From an optimization exercise on the open Yosys and OpenROAD flow, aimed at small area and a short achievable clock period; shortcuts taken in it are not production practice. In this exercise RTL edits were held to simulation tests only and were not proved equivalent to the original. The flow treats the clock pin as an ideal source. Dropping or thinning the clock tree relies on that and would not hold on a real chip. Power figures rest on the tool's default switching activity, not on a simulated workload.

Setup of run 1:
// image_filter_top
module image_filter_top (
    input        clk,
    input        rst,
    input  [7:0] pixel_in,
    input        valid_in,
    output [7:0] pixel_out,
    output       valid_out
);
For scale: ~660 cells after synthesis, roughly 20 I/O pins, about 9900 µm² of cells after synthesis.
Settings: LEC_CHECK=0, ABC_AREA=1, ABC_CLOCK_PERIOD_IN_PS=10000, CAP_MARGIN=20, CORE_MARGIN=2, CORE_UTILIZATION=60, SLEW_MARGIN=20; clock period 24.0 ns.
standard.sh (not shown) runs the stock make flow with config.mk's settings and CLKGATE_MAP_FILE= SYNTH_SCRIPT=/design/flow/synth_recipe.tcl, a recipe that flattens the netlist after the stock synthesis.
==> flow/flow/run.sh <==
#!/bin/bash
# The standard layout (standard.sh), with these changes to how it is made:
#  - synthesis: the design's fa_cell modules (one full adder each) are kept
#    whole through synthesis and then mapped to the platform's full adder
#    cell (flow/fa_map.v), so no inverters are left around them; Yosys's own
#    adder extraction finds only full adders (extract_fa -fa); and ABC runs
#    an area-oriented script (flow/abc_area.script, selected by ABC_AREA=1
#    in config.mk). None of this touches the registers, so they and their
#    names are those of the standard synthesis.
#  - port buffers: buffer_ports uses buf_2 instead of the clock delay buffer
#    it picks by default.
#  - clock tree: instead of TritonCTS's three-level tree, a two-level one
#    (flow/clocktree.tcl): the clock port drives one clkbuf_16, which drives
#    ten clkbuf_16, each at the centre of a cluster of flip-flops. Every
#    flip-flop is two buffers away from the port. The rest of the CTS step
#    (legalising, repair) is ORFS's.
#  - timing repair: repair_timing works on every path slower than 5.55 ns
#    (a setup slack margin of 18.45 ns at the 24 ns clock), not only on
#    failing ones; the clock and constraints are unchanged.
# Every tool's output goes to the ORFS logs under orfs/logs and to
# standard.log here.
set -euo pipefail
here=$(pwd)
rm -rf scripts
cp -r "$FLOW_HOME/scripts" scripts
cp flow/abc_area.script scripts/abc_area.script
python3 - scripts/synth.tcl <<'PY'
import sys
f = sys.argv[1]
s = open(f).read()
def swap(old, new):
    global s
    assert s.count(old) == 1, old
    s = s.replace(old, new)
swap("hierarchy -check -top $::env(DESIGN_NAME)\n",
     "hierarchy -check -top $::env(DESIGN_NAME)\nsetattr -mod -set keep_hierarchy 1 fa_cell\n")
swap("  extract_fa {*}[dont_use_extract_fa_args]\n", "  extract_fa -fa\n")
swap("  log_cmd abc {*}$abc_args\n",
     "  techmap -map $::env(FA_CELL_MAP)\n  hierarchy -top $::env(DESIGN_NAME)\n  log_cmd abc {*}$abc_args\n")
open(f, "w").write(s)
PY
python3 - scripts/cts.tcl <<'PY'
import sys
f = sys.argv[1]
s = open(f).read()
old = "log_cmd clock_tree_synthesis {*}$cts_args\n"
assert s.count(old) == 1
s = s.replace(old, "source $::env(CLOCK_TREE_TCL)\nbuild_clock_tree2 1 10 sky130_fd_sc_hd__clkbuf_16\nset_propagated_clock [all_clocks]\n")
open(f, "w").write(s)
PY
export FA_CELL_MAP="$here/flow/fa_map.v"
export CLOCK_TREE_TCL="$here/flow/clocktree.tcl"
export SCRIPTS_DIR="$here/scripts"
export BUFFER_PORTS_ARGS="-buffer_cell sky130_fd_sc_hd__buf_2"
export SETUP_SLACK_MARGIN=18.45
bash standard.sh > standard.log 2>&1
Other scripts of this flow, unchanged in this note and not shown: flow/flow/abc_area.script, flow/flow/clocktree.tcl, flow/flow/fa_map.v
## Diff of input files: run 2 against run 1
Settings: an added GPL_TIMING_DRIVEN of 1.
diff --git a/flow/flow/run.sh b/flow/flow/run.sh
--- a/flow/flow/run.sh
+++ b/flow/flow/run.sh
@@ -12,4 +12,4 @@
 #  - clock tree: instead of TritonCTS's three-level tree, a two-level one
-#    (flow/clocktree.tcl): the clock port drives one clkbuf_16, which drives
-#    ten clkbuf_16, each at the centre of a cluster of flip-flops. Every
+#    (flow/clocktree.tcl): the clock port drives two clkbuf_16, which drive
+#    twelve clkbuf_16, each at the centre of a cluster of flip-flops. Every
 #    flip-flop is two buffers away from the port. The rest of the CTS step
@@ -47,3 +47,3 @@
 assert s.count(old) == 1
-s = s.replace(old, "source $::env(CLOCK_TREE_TCL)\nbuild_clock_tree2 1 10 sky130_fd_sc_hd__clkbuf_16\nset_propagated_clock [all_clocks]\n")
+s = s.replace(old, "source $::env(CLOCK_TREE_TCL)\nbuild_clock_tree2 2 12 sky130_fd_sc_hd__clkbuf_16\nset_propagated_clock [all_clocks]\n")
 open(f, "w").write(s)
### Flow results
For run 1, the termination of the worst setup path was pixel_out[6], unlike run 2, where it was pixel_out[1].
Run 2 vs run 1 — final standard cell area without fillers rose 76 µm².
Largest stage delay on the critical path across run 2 and run 1: no real change.
Sort run 2 and run 1 by number of iterations in the first detailed-routing pass desc -> top: run 1
On first-pass GRT wire length, run 2 and run 1 are basically level.
Changes in run 3 relative to run 2:
Settings: GPL_TIMING_DRIVEN removed (was 1).
--- outcome ---
Reported for run 2 and run 3, via count turned out identical to the last digit.
On total standard cell area after synthesis, run 2 and run 3 are basically level.
Reported for run 2 and run 3, utilization turned out identical to the last digit.
Re post-synthesis mux area share: no difference whatsoever between run 2 and run 3.
Run 2 -> run 3: worst slack after detailed placement delta 0, exact match
As far as synthesized cell count is concerned, run 2 and run 3 perform about the same.
Taking run 2 as the reference, in run 3 switching share of total power level; overall overflow remaining after global route essentially unchanged; first-pass GRT wire length essentially unchanged; global-route usage closely matched the old numbers.
As far as final cell count without fillers is concerned, run 2 and run 3 perform about the same.
The following lists how run 4 was set up differently from run 3:
diff --git a/flow/flow/run.sh b/flow/flow/run.sh
--- a/flow/flow/run.sh
+++ b/flow/flow/run.sh
@@ -13,3 +13,3 @@
 #    (flow/clocktree.tcl): the clock port drives two clkbuf_16, which drive
-#    twelve clkbuf_16, each at the centre of a cluster of flip-flops. Every
+#    ten clkbuf_16, each at the centre of a cluster of flip-flops. Every
 #    flip-flop is two buffers away from the port. The rest of the CTS step
@@ -47,3 +47,3 @@
 assert s.count(old) == 1
-s = s.replace(old, "source $::env(CLOCK_TREE_TCL)\nbuild_clock_tree2 2 12 sky130_fd_sc_hd__clkbuf_16\nset_propagated_clock [all_clocks]\n")
+s = s.replace(old, "source $::env(CLOCK_TREE_TCL)\nbuild_clock_tree2 2 10 sky130_fd_sc_hd__clkbuf_16\nset_propagated_clock [all_clocks]\n")
 open(f, "w").write(s)
==> comparison <==
Time the final worst path needs with I/O delays and setup across run 3 and run 4: no real change. Routed wire in run 4 totals more than in run 3. Run 3 → run 4: global-route total usage across every layer saw little to no change; share of post-route cells with drive strength above 1 saw a decrease; met2 capacity usage during global routing saw an increase.
In every run of this note, the design's own scripts or RTL, not TritonCTS, make the clock network.

---

Another version of the RTL of image_filter_top (not shown whole).
Size: ~680 cells after synthesis, about 210 flip-flops, ~20 I/O pins.
==> flow/config.mk <==
export PLATFORM = sky130hd
export DESIGN_NAME = image_filter_top
export DESIGN_NICKNAME = image_filter_top
export VERILOG_FILES = /design/flow/design.v
export SDC_FILE = /design/flow/constraint.sdc
export NUM_CORES = 4
export LEC_CHECK = 0
export ABC_AREA = 1
export ABC_CLOCK_PERIOD_IN_PS = 10000
export CAP_MARGIN = 20
export CORE_MARGIN = 2
export CORE_UTILIZATION = 70
export SLEW_MARGIN = 20
==> flow/constraint.sdc <==
create_clock -name core_clock -period 24.0 [get_ports {clk}]
set_input_delay 4.8000 -clock core_clock [delete_from_list [all_inputs] [get_ports {clk}]]
set_output_delay 4.8000 -clock core_clock [all_outputs]
set_load 0.01 [all_outputs]
==> flow/flow/run.sh <==
#!/bin/bash
# The standard layout (standard.sh), with these changes to how it is made:
#  - synthesis: the design's fa_cell modules (one full adder each) are kept
#    whole through synthesis and then mapped to the platform's full adder
#    cell (flow/fa_map.v), so no inverters are left around them; Yosys's own
#    adder extraction finds only full adders (extract_fa -fa); and ABC runs
#    an area-oriented script (flow/abc_area.script, selected by ABC_AREA=1
#    in config.mk). None of this touches the registers, so they and their
#    names are those of the standard synthesis.
#  - port buffers: buffer_ports uses buf_2 instead of the clock delay buffer
#    it picks by default.
#  - clock tree: instead of TritonCTS's three-level tree, a two-level one
#    (flow/clocktree.tcl): the clock port drives two clkbuf_16, which drive
#    twelve clkbuf_16, each at the centre of a cluster of flip-flops. Every
#    flip-flop is two buffers away from the port. The rest of the CTS step
#    (legalising, repair) is ORFS's.
#  - timing repair: repair_timing works on every path slower than 5.55 ns
#    (a setup slack margin of 18.45 ns at the 24 ns clock), not only on
#    failing ones; the clock and constraints are unchanged.
# Every tool's output goes to the ORFS logs under orfs/logs and to
# standard.log here.
set -euo pipefail
here=$(pwd)
rm -rf scripts
cp -r "$FLOW_HOME/scripts" scripts
cp flow/abc_area.script scripts/abc_area.script
python3 - scripts/synth.tcl <<'PY'
import sys
f = sys.argv[1]
s = open(f).read()
def swap(old, new):
    global s
    assert s.count(old) == 1, old
    s = s.replace(old, new)
swap("hierarchy -check -top $::env(DESIGN_NAME)\n",
     "hierarchy -check -top $::env(DESIGN_NAME)\nsetattr -mod -set keep_hierarchy 1 fa_cell\n")
swap("  extract_fa {*}[dont_use_extract_fa_args]\n", "  extract_fa -fa\n")
swap("  log_cmd abc {*}$abc_args\n",
     "  techmap -map $::env(FA_CELL_MAP)\n  hierarchy -top $::env(DESIGN_NAME)\n  log_cmd abc {*}$abc_args\n")
open(f, "w").write(s)
PY
python3 - scripts/cts.tcl <<'PY'
import sys
f = sys.argv[1]
s = open(f).read()
old = "log_cmd clock_tree_synthesis {*}$cts_args\n"
assert s.count(old) == 1
s = s.replace(old, "source $::env(CLOCK_TREE_TCL)\nbuild_clock_tree2 2 12 sky130_fd_sc_hd__clkbuf_16\nset_propagated_clock [all_clocks]\n")
open(f, "w").write(s)
PY
export FA_CELL_MAP="$here/flow/fa_map.v"
export CLOCK_TREE_TCL="$here/flow/clocktree.tcl"
export SCRIPTS_DIR="$here/scripts"
export BUFFER_PORTS_ARGS="-buffer_cell sky130_fd_sc_hd__buf_2"
export SETUP_SLACK_MARGIN=18.45
bash standard.sh > standard.log 2>&1
Other scripts of this flow, unchanged in this note and not shown: flow/flow/abc_area.script, flow/flow/clocktree.tcl, flow/flow/fa_map.v
==> next run, changes <==
- CORE_UTILIZATION: 70 -> 60
Outcome: The changed run completed without violations. Hold slack gets worse by 0.0088 ns. Design area went down by about 0.6%. Power shrinks by 3.3%.
==> next run, changes <==
--- a/flow/flow/run.sh
+++ b/flow/flow/run.sh
@@ -15,6 +15,6 @@
 #    flip-flop is two buffers away from the port. The rest of the CTS step
 #    (legalising, repair) is ORFS's.
-#  - timing repair: repair_timing works on every path slower than 5.55 ns
-#    (a setup slack margin of 18.45 ns at the 24 ns clock), not only on
+#  - timing repair: repair_timing works on every path slower than 5.6 ns
+#    (a setup slack margin of 18.4 ns at the 24 ns clock), not only on
 #    failing ones; the clock and constraints are unchanged.
 # Every tool's output goes to the ORFS logs under orfs/logs and to
@@ -53,4 +53,4 @@
 export SCRIPTS_DIR="$here/scripts"
 export BUFFER_PORTS_ARGS="-buffer_cell sky130_fd_sc_hd__buf_2"
-export SETUP_SLACK_MARGIN=18.45
+export SETUP_SLACK_MARGIN=18.4
 bash standard.sh > standard.log 2>&1
The new run ran to the end with no violations.
Area after synthesis does not change.
Global-route usage decreases by 0.21 points.
Routed wire length barely changes.
Cell area is about the same.
Combinational power stays flat.
Total power increases by 0.31%.
Fmax decreases by 1.7%.
Sequential power is about the same.
Setup slack degrades by 0.096 ns.
No run of this note takes its clock network from TritonCTS; it comes from the design's own scripts or RTL.

-- re-timing with driven ports --
No port has a modelled driver above. Below, the same layouts with a new extraction and two added sets of constraints.
Step 1 (the two cells are an assumption about what drives the block):
set clk [get_ports {clk}]
set_driving_cell -lib_cell sky130_fd_sc_hd__clkbuf_16 $clk
set_driving_cell -lib_cell sky130_fd_sc_hd__buf_2 [delete_from_list [all_inputs] $clk]
Step 2, shift: input delay + t, output delay - t, t = (earliest + latest rising clock arrival at the registers) / 2. This alone moves slack from input paths to output paths.
Slacks: ideal ports / drivers / drivers and shift; pairs: ideal ports / drivers.
run	t, ns	slack for setup (ns)	hold WS [ns]	worst slew at a driven data input, ns	pins driven straight from the clock port
run 1	0.436	18.372 / 18.330 / 18.094	0.425 / 0.425 / 0.425	0.12	1
run 2	0.388	18.431 / 18.377 / 18.049	0.426 / 0.426 / 0.426	0.16	2
run 3	0.388	18.431 / 18.377 / 18.049	0.426 / 0.426 / 0.426	0.16	2
run 4	0.385	18.432 / 18.372 / 18.033	0.424 / 0.424 / 0.424	0.17	2
the first run of note 2	0.380	18.420 / 18.371 / 18.107	0.432 / 0.432 / 0.432	0.12	2
the second run of note 2	0.388	18.425 / 18.380 / 18.051	0.424 / 0.424 / 0.424	0.16	2
the third run of note 2	0.391	18.330 / 18.330 / 18.061	0.428 / 0.428 / 0.428	0.17	2
After both steps every run listed still meets setup and hold. The setup slack of run 4, which loses most, moves by -0.060 ns with the drivers and by -0.399 ns with both steps.
